This is an optimization exercise on Yosys and OpenROAD, whose aim is small area and few clock cycles, not a production implementation. Only simulation tests tie the RTL to the original design; equivalence was not proved. In every run shown here, the design's own scripts or RTL, not TritonCTS, make the clock network. No driver is modelled on the clock port, so clock power and skew are understated where the tree is cut down; a real chip needs a root buffer or a tree. Power and IR drop assume default switching activity.

$ cat design/flow/design.v
`timescale 1ns / 1ps
module ad9958_buffer(
    input         clock,
    input         load,
    input         load_amp,
    input  [31:0] ftw_ch0,
    input  [31:0] ftw_ch1,
    input  [9:0]  asf_ch0,
    input  [9:0]  asf_ch1,
    input  [3:0]  slot,
    output [3:0]  nibble
);
   reg [63:0] buf_r;
   always @(posedge clock) begin
      if (load) begin
         buf_r[63:42] <= ftw_ch0[31:10];
         buf_r[31:10] <= ftw_ch1[31:10];
         buf_r[41:32] <= load_amp ? asf_ch0 : ftw_ch0[9:0];
         buf_r[9:0]   <= load_amp ? asf_ch1 : ftw_ch1[9:0];
      end
   end
   assign nibble = buf_r[{~slot, 2'b00} +: 4];
endmodule
`timescale 1ns / 1ps
module ad9958_master(
    input         clock,
    input         reset_n,
    output        cs,
    output        sclk,
    output [3:0]  sdio,
    output        master_reset,
    output        io_update,
    input  [31:0] ftw_ch0,
    input  [31:0] ftw_ch1,
    input  [9:0]  asf_ch0,
    input  [9:0]  asf_ch1
);
   assign cs = 1'b0;
   assign master_reset = 1'b0;
   reg        sclk_r;
   reg [3:0]  n;
   reg        boot;
   reg        ch;
   reg        amp;
   wire last     = &n;
   wire need_iou = ch | (boot & amp);
   wire to_iou   = sclk_r & last & need_iou;
   wire restart  = (n[3:1] == 3'd0) | (last & ~need_iou);
   always @(posedge clock) begin
      if (~reset_n) begin
         sclk_r <= 1'b1;
         n      <= 4'd1;
         boot   <= 1'b1;
         ch     <= 1'b0;
         amp    <= 1'b0;
      end else if (~sclk_r) begin
         sclk_r <= 1'b1;
      end else begin
         sclk_r <= to_iou;
         if (restart)
            n <= boot ? 4'd8 : 4'd2;
         else if (~boot & amp & n == 4'd7)
            n <= 4'd12;
         else
            n <= n + 4'd1;
         if (last) begin
            {amp, ch} <= {amp, ch} + 2'd1;
            if (amp & ch)
               boot <= 1'b0;
         end
      end
   end
   wire [3:0] data_nib;
   ad9958_buffer data_buf(
      .clock(clock), .load(to_iou), .load_amp(~amp),
      .ftw_ch0(ftw_ch0), .ftw_ch1(ftw_ch1), .asf_ch0(asf_ch0), .asf_ch1(asf_ch1),
      .slot({ch, n[2:0]}), .nibble(data_nib));
   wire [2:0] k    = n[2:0];
   wire       hdr  = ~boot & ~n[3];
   wire       dat  = ~boot & n[3];
   wire       s1   = boot & ~amp & ch;
   wire       s2   = boot & amp & ~ch;
   wire       s3   = boot & amp & ch;
   wire       mark = amp & (k == 3'd4);
   wire       top0 = amp & (k[2:1] == 2'b10);
   wire [3:0] sdio_c;
   assign sdio_c[3] = (dat & ~top0 & data_nib[3])
                    | (hdr & ch & (k == 3'd4))
                    | (s2 & (k[2:1] == 2'b01));
   assign sdio_c[2] = (dat & ~top0 & data_nib[2])
                    | (hdr & (((k == 3'd4) & ~ch) | (k == 3'd5) | (k == 3'd7)));
   assign sdio_c[1] = (dat & ~mark & data_nib[1])
                    | (hdr & ((k == 3'd5) | ((k == 3'd7) & amp)))
                    | (s2 & (k == 3'd2))
                    | (s3 & (k == 3'd1));
   assign sdio_c[0] = (dat & (mark | data_nib[0]))
                    | (s1 & ((k == 3'd0) | (k[1:0] == 2'b01) | (k == 3'd6)))
                    | (s2 & (k == 3'd1))
                    | (s3 & ((k == 3'd1) | (k == 3'd5)));
   assign sclk = sclk_r;
   assign sdio = sdio_c;
   assign io_update = sclk_r & (n == 4'd0);
endmodule
$ cat design/flow/flow/run.sh
#!/bin/bash
# Standard layout with these changes: synthesis maps logic with
# area-oriented ABC scripts (the smallest result of flow/*.abc) and without
# the adder step (flow/synth.tcl); the port buffers are plain buf_1 cells;
# clock tree synthesis adds no dummy loads, and its leaf level is then
# rebuilt with fewer buffers (flow/cts_merge.tcl).
set -euo pipefail
here=$(pwd)
bash standard.sh "SYNTH_SCRIPT=$here/flow/synth.tcl" \
  "ADDER_MAP_FILE=" \
  "POST_CTS_TCL=$here/flow/cts_merge.tcl" \
  "CTS_ARGS=-sink_clustering_enable -repair_clock_nets -dont_use_dummy_load" \
  "BUFFER_PORTS_ARGS=-buffer_cell sky130_fd_sc_hd__buf_1" \
  finish > flow_make.log 2>&1
$ cat design/flow/flow/a1.abc
strash
dc2
dc2
dch -f
amap
$ cat design/flow/flow/a10.abc
strash
ifraig
scorr
dc2
dc2
dch -f
amap
$ cat design/flow/flow/a11.abc
strash
dc2
resub -z
dc2
dch -f
amap
$ cat design/flow/flow/a12.abc
strash
dch -f
if -a -K 4
strash
dch -f
amap
$ cat design/flow/flow/a13.abc
strash
dc2
dch -f
&get -n
&nf -a -R 1000
&put
$ cat design/flow/flow/a14.abc
strash
dc2
dc2
dc2
dch -f
amap
$ cat design/flow/flow/a2.abc
strash
ifraig
dc2
dch -f
amap
$ cat design/flow/flow/a3.abc
strash
dc2
rewrite -z
refactor -z
dch -f
amap
$ cat design/flow/flow/a4.abc
strash
dc2
dc2
dch -f
amap
strash
dc2
dch -f
amap
$ cat design/flow/flow/a5.abc
strash
dc2
dch -f
amap -m
$ cat design/flow/flow/a6.abc
strash
&get -n
&fraig -x
&put
scorr
dc2
strash
&get -n
&dch -f
&nf -R 1000
&put
$ cat design/flow/flow/a7.abc
strash
dc2
dch -f
amap -F 1000 -A 100
$ cat design/flow/flow/a8.abc
strash
dch -f
amap
strash
dc2
dch -f
amap
$ cat design/flow/flow/a9.abc
strash
dc2
dch -f
amap
$ cat design/flow/flow/b1.abc
strash
&get -n
&st
&synch2
&if -K 6 -a
&put
strash
dch -f
amap
$ cat design/flow/flow/b2.abc
strash
&get -n
&b
&put
dch -f
amap
$ cat design/flow/flow/b3.abc
strash
dc2
&get -n
&dc2
&put
dch -f
amap
$ cat design/flow/flow/b4.abc
strash
&get -n
&st
&syn2
&put
dch -f
amap
$ cat design/flow/flow/b5.abc
strash
dch -f
amap
strash
dch -f
amap
strash
dch -f
amap
$ cat design/flow/flow/b6.abc
strash
refactor -N 12
rewrite
balance
dch -f
amap
$ cat design/flow/flow/b8.abc
strash
dch -f
amap
strash
dch -f
amap
strash
dch -f
amap
strash
dch -f
amap
strash
dch -f
amap
$ cat design/flow/flow/b9.abc
strash
dc2
dch -f
amap
strash
dc2
dch -f
amap
strash
dc2
dch -f
amap
$ cat design/flow/flow/cts_merge.tcl
set ::cts_leaf_masters {sky130_fd_sc_hd__clkbuf_4 sky130_fd_sc_hd__clkbuf_8 sky130_fd_sc_hd__clkbuf_16}
set ::cts_root_master sky130_fd_sc_hd__clkbuf_2
set ::cts_slew_target 0.115

proc cts_two_level {} {
  set block [ord::get_db_block]
  set clk [$block findNet clock]
  set root ""
  foreach it [$clk getITerms] { set root [$it getInst] }
  if { $root eq "" } { return {} }
  set n0 [[$root findITerm X] getNet]
  set leaves {}
  foreach it [$n0 getITerms] {
    if { [$it getInst] ne $root } { lappend leaves [$it getInst] }
  }
  return [list $root $n0 $leaves]
}

proc cts_rebuild { K leaf_master } {
  set block [ord::get_db_block]
  set db [ord::get_db]
  lassign [cts_two_level] root n0 leaves
  set sinks {}
  foreach l $leaves {
    set ln [[$l findITerm X] getNet]
    foreach it [$ln getITerms] {
      if { [$it getInst] eq $l } { continue }
      set loc [[$it getInst] getLocation]
      lappend sinks [list $it [lindex $loc 0] [lindex $loc 1]]
    }
  }
  foreach l $leaves {
    set ln [[$l findITerm X] getNet]
    foreach it [$ln getITerms] {
      if { [$it getInst] ne $l } { $it disconnect }
    }
    odb::dbInst_destroy $l
    odb::dbNet_destroy $ln
  }
  # k-means on sink locations, seeded along x
  set ns [llength $sinks]
  set byx [lsort -integer -index 1 $sinks]
  set cents {}
  for { set k 0 } { $k < $K } { incr k } {
    set s [lindex $byx [expr { int(($k + 0.5) * $ns / $K) }]]
    lappend cents [list [lindex $s 1] [lindex $s 2]]
  }
  for { set iter 0 } { $iter < 50 } { incr iter } {
    set assign {}
    foreach s $sinks {
      set best 0
      set bd 1e18
      for { set k 0 } { $k < $K } { incr k } {
        set c [lindex $cents $k]
        set d [expr { abs([lindex $s 1] - [lindex $c 0]) + abs([lindex $s 2] - [lindex $c 1]) }]
        if { $d < $bd } {
          set bd $d
          set best $k
        }
      }
      lappend assign $best
    }
    set newc {}
    for { set k 0 } { $k < $K } { incr k } {
      set sx 0
      set sy 0
      set c 0
      foreach s $sinks a $assign {
        if { $a == $k } {
          set sx [expr { $sx + [lindex $s 1] }]
          set sy [expr { $sy + [lindex $s 2] }]
          incr c
        }
      }
      if { $c > 0 } {
        lappend newc [list [expr { $sx / $c }] [expr { $sy / $c }]]
      } else {
        lappend newc [lindex $cents $k]
      }
    }
    set cents $newc
  }
  set master [$db findMaster $leaf_master]
  for { set k 0 } { $k < $K } { incr k } {
    set inst [odb::dbInst_create $block $master "clkbuf_leaf_merged_$k"]
    set net [odb::dbNet_create $block "clknet_leaf_merged_$k"]
    $net setSigType CLOCK
    set c [lindex $cents $k]
    $inst setLocation [expr { int([lindex $c 0]) }] [expr { int([lindex $c 1]) }]
    $inst setPlacementStatus PLACED
    [$inst findITerm A] connect $n0
    [$inst findITerm X] connect $net
    set lnet($k) $net
  }
  foreach s $sinks a $assign {
    [lindex $s 0] connect $lnet($a)
  }
  $root swapMaster [$db findMaster $::cts_root_master]
  detailed_placement
  estimate_parasitics -placement
  set worst 0
  foreach s $sinks {
    set it [lindex $s 0]
    set p [get_pins [[$it getInst] getName]/[[$it getMTerm] getName]]
    set w [get_property $p slew_max]
    if { $w > $worst } { set worst $w }
  }
  return $worst
}

lassign [cts_two_level] root n0 leaves
set nleaves [llength $leaves]
puts "cts_merge: root [$root getName], $nleaves leaf buffers"
# candidate leaf levels, smallest total area first; the first that meets
# the slew target is kept, else CTS's own leaf count of the largest buffer
set db [ord::get_db]
set cands {}
foreach m $::cts_leaf_masters {
  set mm [$db findMaster $m]
  set a [expr { [$mm getWidth] * [$mm getHeight] }]
  for { set K 2 } { $K <= $nleaves } { incr K } {
    lappend cands [list [expr { $K * $a }] $K $m]
  }
}
set done 0
foreach c [lsort -integer -index 0 $cands] {
  lassign $c a K m
  set worst [cts_rebuild $K $m]
  puts "cts_merge: $K x $m, worst clock pin slew $worst"
  if { $worst <= $::cts_slew_target } {
    set done 1
    break
  }
}
if { !$done } {
  set worst [cts_rebuild $nleaves [lindex $::cts_leaf_masters end]]
  puts "cts_merge: fallback $nleaves x [lindex $::cts_leaf_masters end], worst clock pin slew $worst"
}
check_placement -verbose
$ cat design/flow/flow/synth.tcl
set ::area_abc_scripts [lsort [glob [file join [file dirname [file normalize [info script]]] *.abc]]]
proc synth {args} { yosys synth -nofsm -noshare {*}$args }
proc abc {args} {
  set i [lsearch -exact $args -script]
  set l [lindex $args [expr { [lsearch -exact $args -liberty] + 1 }]]
  set stat_file $::env(OBJECTS_DIR)/abc_area_stat.txt
  yosys design -save abc_input
  set best ""
  set best_area 0
  foreach s $::area_abc_scripts {
    yosys design -load abc_input
    lset args [expr { $i + 1 }] $s
    if { [catch { yosys abc {*}$args } err] } {
      puts "abc script [file tail $s]: failed"
      continue
    }
    yosys tee -q -o $stat_file stat -liberty $l
    set f [open $stat_file r]
    set text [read $f]
    close $f
    regexp {Chip area for (?:top )?module '[^']*': ([0-9.]+)} $text -> area
    # a script that leaves cells unmapped is not a candidate
    set unmapped [regexp {\$(lut|_[A-Z]+_)} $text]
    puts "abc script [file tail $s]: area $area unmapped $unmapped"
    if { $unmapped } { continue }
    if { $best eq "" || $area < $best_area } {
      set best $s
      set best_area $area
    }
  }
  puts "abc script kept: [file tail $best] (area $best_area)"
  yosys design -load abc_input
  lset args [expr { $i + 1 }] $best
  yosys abc {*}$args
}
source $::env(SCRIPTS_DIR)/synth.tcl
# left out here: clear keep_hierarchy, flatten, clean up, hide names made inside functions, write 1_2_yosys.v
$ cat design/flow/standard.sh
#!/bin/bash
# synth_recipe.tcl (not shown) runs the flow's synth.tcl, then flattens the netlist and writes it again
# the make line also repeats each setting of config.mk as NAME=value (left out here)
make -C /OpenROAD-flow-scripts/flow DESIGN_CONFIG=/design/flow/config.mk WORK_HOME=/design/flow/orfs CLKGATE_MAP_FILE= SYNTH_SCRIPT=/design/flow/synth_recipe.tcl "${@:-finish}"
$ cat design/flow/config.mk
export PLATFORM = sky130hd
export DESIGN_NAME = ad9958_master
export DESIGN_NICKNAME = ad9958_master
export VERILOG_FILES = /design/flow/design.v
export SDC_FILE = /design/flow/constraint.sdc
export NUM_CORES = 4
export LEC_CHECK = 0
export CAP_MARGIN = 20
export CORE_MARGIN = 2
export CORE_UTILIZATION = 40
export SLEW_MARGIN = 20
$ cat design/flow/constraint.sdc
create_clock -name core_clock -period 5.0 [get_ports {clock}]
set_input_delay 1.0000 -clock core_clock [delete_from_list [all_inputs] [get_ports {clock}]]
set_output_delay 1.0000 -clock core_clock [all_outputs]
set_load 0.01 [all_outputs]
==> results of run 1 <==
-- metrics by stage --
stage / util [%] / worst slack [ps] / power, mW / hold slack [ps] / area [um2]
after detailed placement: 48.1 / 1720 / 0.825 / 550 / 3450
after floorplan: - / 207 / 0.764 / 505 / 2940
final: 49.1 / 1220 / 1.07 / 563 / 3520
after global routing: 49.1 / 900 / 1.12 / 606 / 3520
after global placement: 48.1 / 1730 / 0.824 / 559 / 3450
-- path summary, 6_finish.rpt --
check                           slack, ps  start            endpoint
worst max-delay path                 1220   n[0]             sdio[3]
worst min-delay path                  560   boot                boot
worst max register to register       1960   n[0]  data_buf.buf_r[53]
worst min register to register        560   boot                boot
-- flip-flops by register name (all words and copies together), names as in the netlist --
register and cells:
boot 1, n 4, sclk_r 1, data_buf.buf_r 64, ch 1, amp 1
-- worst reg2reg max path, stage by stage, from the launching register on --
cell	delay, ps
dfxtp_1	460
clkinv_1	180
nor2_1	290
buf_4	300
nand4_1	300
nor2_4	540
buf_4	590
-- layer usage --
| layer | up-vias | global-route usage [%] |
|---|---|---|
| li1 | 1062 | - |
| met4 | 0 | 5.70 |
| met3 | 2 | 5.76 |
| met1 | 997 | 24.8 |
| met5 | - | 0 |
| met2 | 97 | 28.2 |
-- placed cells by master (no fill, tap or decap), types with 4 or more instances in the layout --
cell type,synthesis,layout
edfxtp_1,64,64
nor3_1,4,4
buf_1,0,91
nand2_1,11,11
buf_4,2,7
dfxtp_1,8,8
a221oi_1,5,5
clkbuf_8,0,5
a222oi_1,11,11
nand3_1,7,7
a21oi_1,10,10
o22a_1,20,20
clkinv_1,11,11
o21ai_0,4,4
nor2_1,17,16
-- power by group --
| part | switching (mW) | total (mW) | internal, mW |
|---|---|---|---|
| Sequential | 0.0105 | 0.668 | 0.658 |
| Clock | 0.166 | 0.260 | 0.0940 |
| Combinational | 0.0787 | 0.142 | 0.0634 |
-- cells by family after synthesis --
logic type | share of synthesized area [%]
buffers and inverters | 1.92
and+or+nand+nor | 6.52
other | 0.128
DFF | 70.9
AOI/OAI and AO/OA | 20.5
-- area by class of cell, without the clock buffers --
class                   count  area share (%)
plain buffers               5            1.95
inverters                  11            1.17
multi-input cells         120            22.9
flip-flops and latches     72            59.1
well taps                  99            3.52
repair buffers             98            11.2
==> impl_metrics.ini, run 1 <==
[sta]
final-setup-viol-count = 0
clock_skew_ps = 18.0
relSlewSlack_pct = 60.0
report.final.hold_viol_count = 0
layout_min_cycle_time_ps = 3780
clock.fmax_mhz = 265
slew_violations = 0
grt_setup_unrepaired = false
min_period_over_period_pct = 75.6
final.setup.tns_ps = 0
tightest_slew_ps = 600

[floorplanning]
dieHeight_um = 89.7
num_rows = 31
start_util_pct = 40.9
dieWidth_um = 89.7
ios = 94
die_area_um2 = 8040
core-area_um2 = 7180

[synth]
yosysMostFrequentCell = edfxtp_1
syn_inst = 204
synthTopCellsByArea = edfxtp_1 65%, o22a_1 6.0%, dfxtp_1 5.5%
ys.warnings.count = 2
yosysUniqueCellTypes = 32
syn-cell-area_um2 = 2940
synth-edff-count = 64
avgSynthCellArea_um2 = 14.4
synthTopCellsByCount = 64 x edfxtp_1, 20 x o22a_1, 17 x nor2_1
yosys.area.top_type = edfxtp_1
ys_seq_area_share_pct = 70.9
ys_ff_latch = 72
synth_top_area_share_pct = 65.5
async_reset_ff_share_pct = 0
ys.flop_type = edfxtp_1

[worst_hold_path]
hold_depth = 2
hold_class = reg -> reg

[worst_setup_path]
path_delay_family = compound AO/OA/AOI/OAI gates
worstSetupStartpointType = register
crit_buf_inv = 3
critical-path-slowest-cell = dfxtp_1
cp-end-kind = output port
crit_fanout = 14
slowest_delay_ps = 460
path_depth = 8
r2r_cells = 6
required_ps = 4000
cp.arrival_ps = 2780
critPathKind = reg -> out
worstPathCellList = clkinv_1 -> nor2_1 -> buf_4 -> a222oi_1 -> a221oi_1 -> a31oi_1 -> o21ai_0 -> buf_1

[drt]
routed_wl_mm = 6.79
routed_via_density = 5.32
highest_layer = met4
dr.first_iter.drc_count = 210
drc = 0
met2_length_mm = 3.23
drt_first_pass_iters = 4
ant_nets = 0
via_count = 2158
met3_length_um = 576
drt-met1-wl_mm = 2.94
wl_per_cell_um = 16.7

[global_routing]
grt_first_pass_wirelength_mm = 10.7
grt.total_usage_pct = 18.3
grt_pass1_vias = 2109
grt_overflow = 0
antenna_found_initial = 0
grt_start_max_net_pins = 48

[place]
place.detailed.hpwl_mm = 4.61
placedCellCount = 400
gp_congestion = 0.851
io_buffers = 91

[clocking]
path_clk_slew_ps = 80
clock_latency_ps = 460
cts_num_sinks = 72

[final_layout]
regArea_um2 = 2080
synthToLayoutAreaGrowth_pct = 20.0
drive_gt1_share_pct = 4.56
final_cells = 406
multiInputGateArea_um2 = 808
final_nets = 395
fillers = 651
diodes = 0

[power]
max-vdd-ir-drop_uv = 194
power_density_nw_per_um2 = 304
leakagePower_nw = 1.05

[run]
maxCapViolCount = 0

[outcome]
status = complete, no violations
Testbench counts, summed over its fixed seeds: cycles 12,162.
==> run 2, diff against run 1 <==
==> design/flow/design.v (replaced) <==
`timescale 1ns / 1ps
module ad9958_buffer(
    input         clock,
    input         load,
    input         load_amp,
    input  [31:0] ftw_ch0,
    input  [31:0] ftw_ch1,
    input  [9:0]  asf_ch0,
    input  [9:0]  asf_ch1,
    input  [3:0]  slot,
    output [3:0]  nibble
);
   reg [63:0] buf_r;
   always @(posedge clock) begin
      if (load) begin
         buf_r[63:42] <= ftw_ch0[31:10];
         buf_r[31:10] <= ftw_ch1[31:10];
         buf_r[41:32] <= load_amp ? asf_ch0 : ftw_ch0[9:0];
         buf_r[9:0]   <= load_amp ? asf_ch1 : ftw_ch1[9:0];
      end
   end
   assign nibble = buf_r[{~slot, 2'b00} +: 4];
endmodule
`timescale 1ns / 1ps
module ad9958_master(
    input         clock,
    input         reset_n,
    output        cs,
    output        sclk,
    output [3:0]  sdio,
    output        master_reset,
    output        io_update,
    input  [31:0] ftw_ch0,
    input  [31:0] ftw_ch1,
    input  [9:0]  asf_ch0,
    input  [9:0]  asf_ch1
);
   assign cs = 1'b0;
   assign master_reset = 1'b0;
   reg        sclk_r;
   reg [3:0]  n;
   reg        boot;
   reg        ch;
   reg        amp;
   wire last     = (n == 4'd0);
   wire need_iou = ch | (boot & amp);
   wire to_iou   = sclk_r & last & need_iou;
   wire restart  = (n[3:1] == 3'b111) | (last & ~need_iou);
   always @(posedge clock) begin
      if (~reset_n) begin
         sclk_r <= 1'b1;
         n      <= 4'd14;
         boot   <= 1'b1;
         ch     <= 1'b0;
         amp    <= 1'b0;
      end else if (~sclk_r) begin
         sclk_r <= 1'b1;
      end else begin
         sclk_r <= to_iou;
         if (restart)
            n <= boot ? 4'd7 : 4'd13;
         else if (~boot & amp & n == 4'd8)
            n <= 4'd3;
         else
            n <= n - 4'd1;
         if (last) begin
            {amp, ch} <= {amp, ch} + 2'd1;
            if (amp & ch)
               boot <= 1'b0;
         end
      end
   end
   wire [3:0] data_nib;
   ad9958_buffer data_buf(
      .clock(clock), .load(to_iou), .load_amp(~amp),
      .ftw_ch0(ftw_ch0), .ftw_ch1(ftw_ch1), .asf_ch0(asf_ch0), .asf_ch1(asf_ch1),
      .slot({ch, ~n[2:0]}), .nibble(data_nib));
   wire [2:0] j    = ~n[2:0];
   wire       hdr  = ~boot & n[3];
   wire       dat  = ~boot & ~n[3];
   wire       s1   = boot & ~amp & ch;
   wire       s2   = boot & amp & ~ch;
   wire       s3   = boot & amp & ch;
   wire       mark = amp & (j == 3'd4);
   wire       top0 = amp & (j[2:1] == 2'b10);
   wire [3:0] sdio_c;
   assign sdio_c[3] = (dat & ~top0 & data_nib[3])
                    | (hdr & ch & (j == 3'd4))
                    | (s2 & (j[2:1] == 2'b01));
   assign sdio_c[2] = (dat & ~top0 & data_nib[2])
                    | (hdr & (((j == 3'd4) & ~ch) | (j == 3'd5) | (j == 3'd7)));
   assign sdio_c[1] = (dat & ~mark & data_nib[1])
                    | (hdr & ((j == 3'd5) | ((j == 3'd7) & amp)))
                    | (s2 & (j == 3'd2))
                    | (s3 & (j == 3'd1));
   assign sdio_c[0] = (dat & (mark | data_nib[0]))
                    | (s1 & ((j == 3'd0) | (j[1:0] == 2'b01) | (j == 3'd6)))
                    | (s2 & (j == 3'd1))
                    | (s3 & ((j == 3'd1) | (j == 3'd5)));
   assign sclk = sclk_r;
   assign sdio = sdio_c;
   assign io_update = sclk_r & (n == 4'd15);
endmodule
==> run 2 against run 1 <==
Effect of this change: wire length is 3.0% higher; utilization decreased by 0.12 points; critical endpoint is now sdio[0]; die area stayed put; setup slack got worse by 330 ps; sequential power is essentially flat; fmax fell by 8.0%; still clean on timing, DRC and antenna; sequential share of layout area increased by 0.15 points; critical path type unchanged.
==> impl_metrics.ini, run 2 <==
[place]
io_buffers = 91
place.detailed.hpwl_mm = 4.80
placed_area_um2 = 3450
gp_congestion = 0.959
placedCellCount = 400

[sta]
clock.fmax_mhz = 243
tightest_slew_ps = 893
layout_min_cycle_time_ps = 4110
relSlewSlack_pct = 40.4
report.final.hold_viol_count = 0
min_period_over_period_pct = 82.2
clock_skew_ps = 32.5
final.setup.tns_ps = 0
slew_violations = 0
final-setup-viol-count = 0
grt_setup_unrepaired = false

[run]
maxCapViolCount = 0

[final_layout]
final_cells = 409
layout_common_cells = 91 x buf_1, 64 x edfxtp_1, 21 x a22o_1
final_common_cell = buf_1
largestRegisters = data_buf.buf_r (64), n (4)
final_nets = 398
top_register = data_buf.buf_r
largest_reg_flops = 64
diodes = 0
finalInstanceArea_um2 = 3510
drive_gt1_share_pct = 5.48
fillers = 658
synthToLayoutAreaGrowth_pct = 19.7

[floorplanning]
num_rows = 31
dieWidth_um = 89.7
die_area_um2 = 8040
core-area_um2 = 7180
ios = 94
start_util_pct = 40.9
dieHeight_um = 89.7

[global_routing]
grt_overflow = 0
grt_start_max_net_pins = 25
grt_first_pass_wirelength_mm = 10.6
grt_pass1_vias = 2127
antenna_found_initial = 0
grt.total_usage_pct = 18.4

[worst_setup_path]
cp.arrival_ps = 3110
cp-end-kind = output port
critPathKind = reg -> out
required_ps = 4000
crit_fanout = 22
worstSetupStartpointType = register

[synth]
syn_inst = 204
ys.warnings.count = 2
async_reset_ff_share_pct = 0
syn-cell-area_um2 = 2940
yosysMostFrequentCell = edfxtp_1
yosysUniqueCellTypes = 28
synthTopCellsByArea = edfxtp_1 65%, a22o_1 6.3%, dfxtp_1 5.5%
ys_seq_area_share_pct = 70.9
avgSynthCellArea_um2 = 14.4
yosys.area.top_type = edfxtp_1
synth_top_area_share_pct = 65.5
ys_ff_latch = 72
synth-edff-count = 64
ys.flop_type = edfxtp_1
synthTopCellsByCount = 64 x edfxtp_1, 21 x a22o_1, 16 x nor2_1

[drt]
highest_layer = met4
dr.first_iter.drc_count = 256
met2_length_mm = 3.39
routed_wl_mm = 6.99
via_count = 2237
wl_per_cell_um = 17.1
drc = 0
drt-met1-wl_mm = 2.96
drt_first_pass_iters = 8
met3_length_um = 502
routed_via_density = 5.47
ant_nets = 0

[power]
max-vdd-ir-drop_uv = 143
p_comb_share_pct = 12.8
pwr-share-seq_pct = 63.5
power_switching_share_pct = 24.6
internal_power_mw = 0.794
clockPowerShare_pct = 23.7
p_switching_mw = 0.259
leakagePower_nw = 1.12
power_density_nw_per_um2 = 300

[outcome]
status = complete, no violations

[worst_hold_path]
hold_class = reg -> reg

[clocking]
path_clk_slew_ps = 110
clock_latency_ps = 520
cts_num_sinks = 72
[run 2: cell types whose count changed after synthesis, sizes merged, moves of 3 or more]
cell    delta
nand2      -3
a22o      +21
a221o      -3
o22a      -20
a222oi     +4
clkinv     +4
[run 2: area by class of cell, without the clock buffers]
type	count	area (um2)	share of cell area (%)
flip-flops and latches	72	2080	59.2
plain buffers	8	60.1	1.71
well taps	99	124	3.52
repair buffers	98	394	11.2
multi-input cells	116	793	22.6
inverters	15	56.3	1.60
[run 2: path summary, 6_finish.rpt]
check	startpoint	endpoint	slack (ps)	cells past startpoint
hold / removal	sclk_r	n[0]	500	1
setup / recovery	amp	sdio[0]	890	5
hold reg to reg	sclk_r	n[0]	500	1
setup reg to reg	amp	data_buf.buf_r[62]	1660	5
[run 2: critical path: stages (launching register included)]
cell and delay (ps):
dfxtp_1 920, clkinv_1 590, nor4_1 530, o311ai_0 220
o2111ai_1 140, buf_1 180
[run 2: power by group through the flow]
| stage | combinational (mW) | clock, mW | sequential, mW |
|---|---|---|---|
| after floorplan | 0.0781 | 0 | 0.680 |
| after global placement | 0.134 | 0 | 0.682 |
| after detailed placement | 0.135 | 0 | 0.683 |
| after global routing | 0.151 | 0.277 | 0.670 |
| final | 0.135 | 0.249 | 0.669 |
[run 2: layer usage]
| metal | vias to the layer above | track usage (%) |
|---|---|---|
| met2 | 105 | 29.6 |
| met1 | 1046 | 23.2 |
| li1 | 1073 | - |
| met3 | 13 | 6.03 |
| met4 | 0 | 7.06 |
| met5 | - | 0 |
[run 2: cells by family (layout without fill, tap and decap cells)]
| logic type | count (synthesis) | count (layout) | share of synthesized area (%) |
|---|---|---|---|
| other | 1 | 2 | 0.128 |
| buffers and inverters | 17 | 122 | 2.43 |
| AOI/OAI and AO/OA | 74 | 74 | 20.5 |
| DFF | 72 | 72 | 70.9 |
| and+or+nand+nor | 40 | 40 | 5.97 |
[run 2: metrics by stage]
step           hold WS (ps)  utilization (%)  setup WS [ps]  total power [mW]
6_report                502             49.0            890              1.05
3_5_place_dp            485             48.1           1450             0.817
3_3_place_gp            496             48.1           1480             0.817
2_1_floorplan           491                -            175             0.758
5_1_grt                 547             49.0            584              1.10
Testbench counts of run 2, summed over its fixed seeds: cycles 12,162.

==> afterwards: timing with drivers on the ports <==
How much do the figures lean on ideal ports? The routed layouts below were timed once more, with nothing changed but the port constraints. Step 1 assumes that a clkbuf_16 drives the clock port and a buf_2 every other input. Step 2 moves the port delays by t, midway between the first and last clock arrival at a register: inputs arrive t later, outputs are due t later. That takes back most of the time a late clock gives input paths. Slacks: no drivers / after step 1 / after step 2; pairs: no drivers / after step 1.
| run | t (ns) | slack for setup (ns) | worst data-port slew with drivers (ns) |
|---|---|---|---|
| run 1 | 0.475 | 1.220 / 1.193 / 1.668 | 0.03 |
| run 2 | 0.536 | 0.890 / 0.863 / 1.399 | 0.04 |
After both steps setup and hold are still met in every run listed.
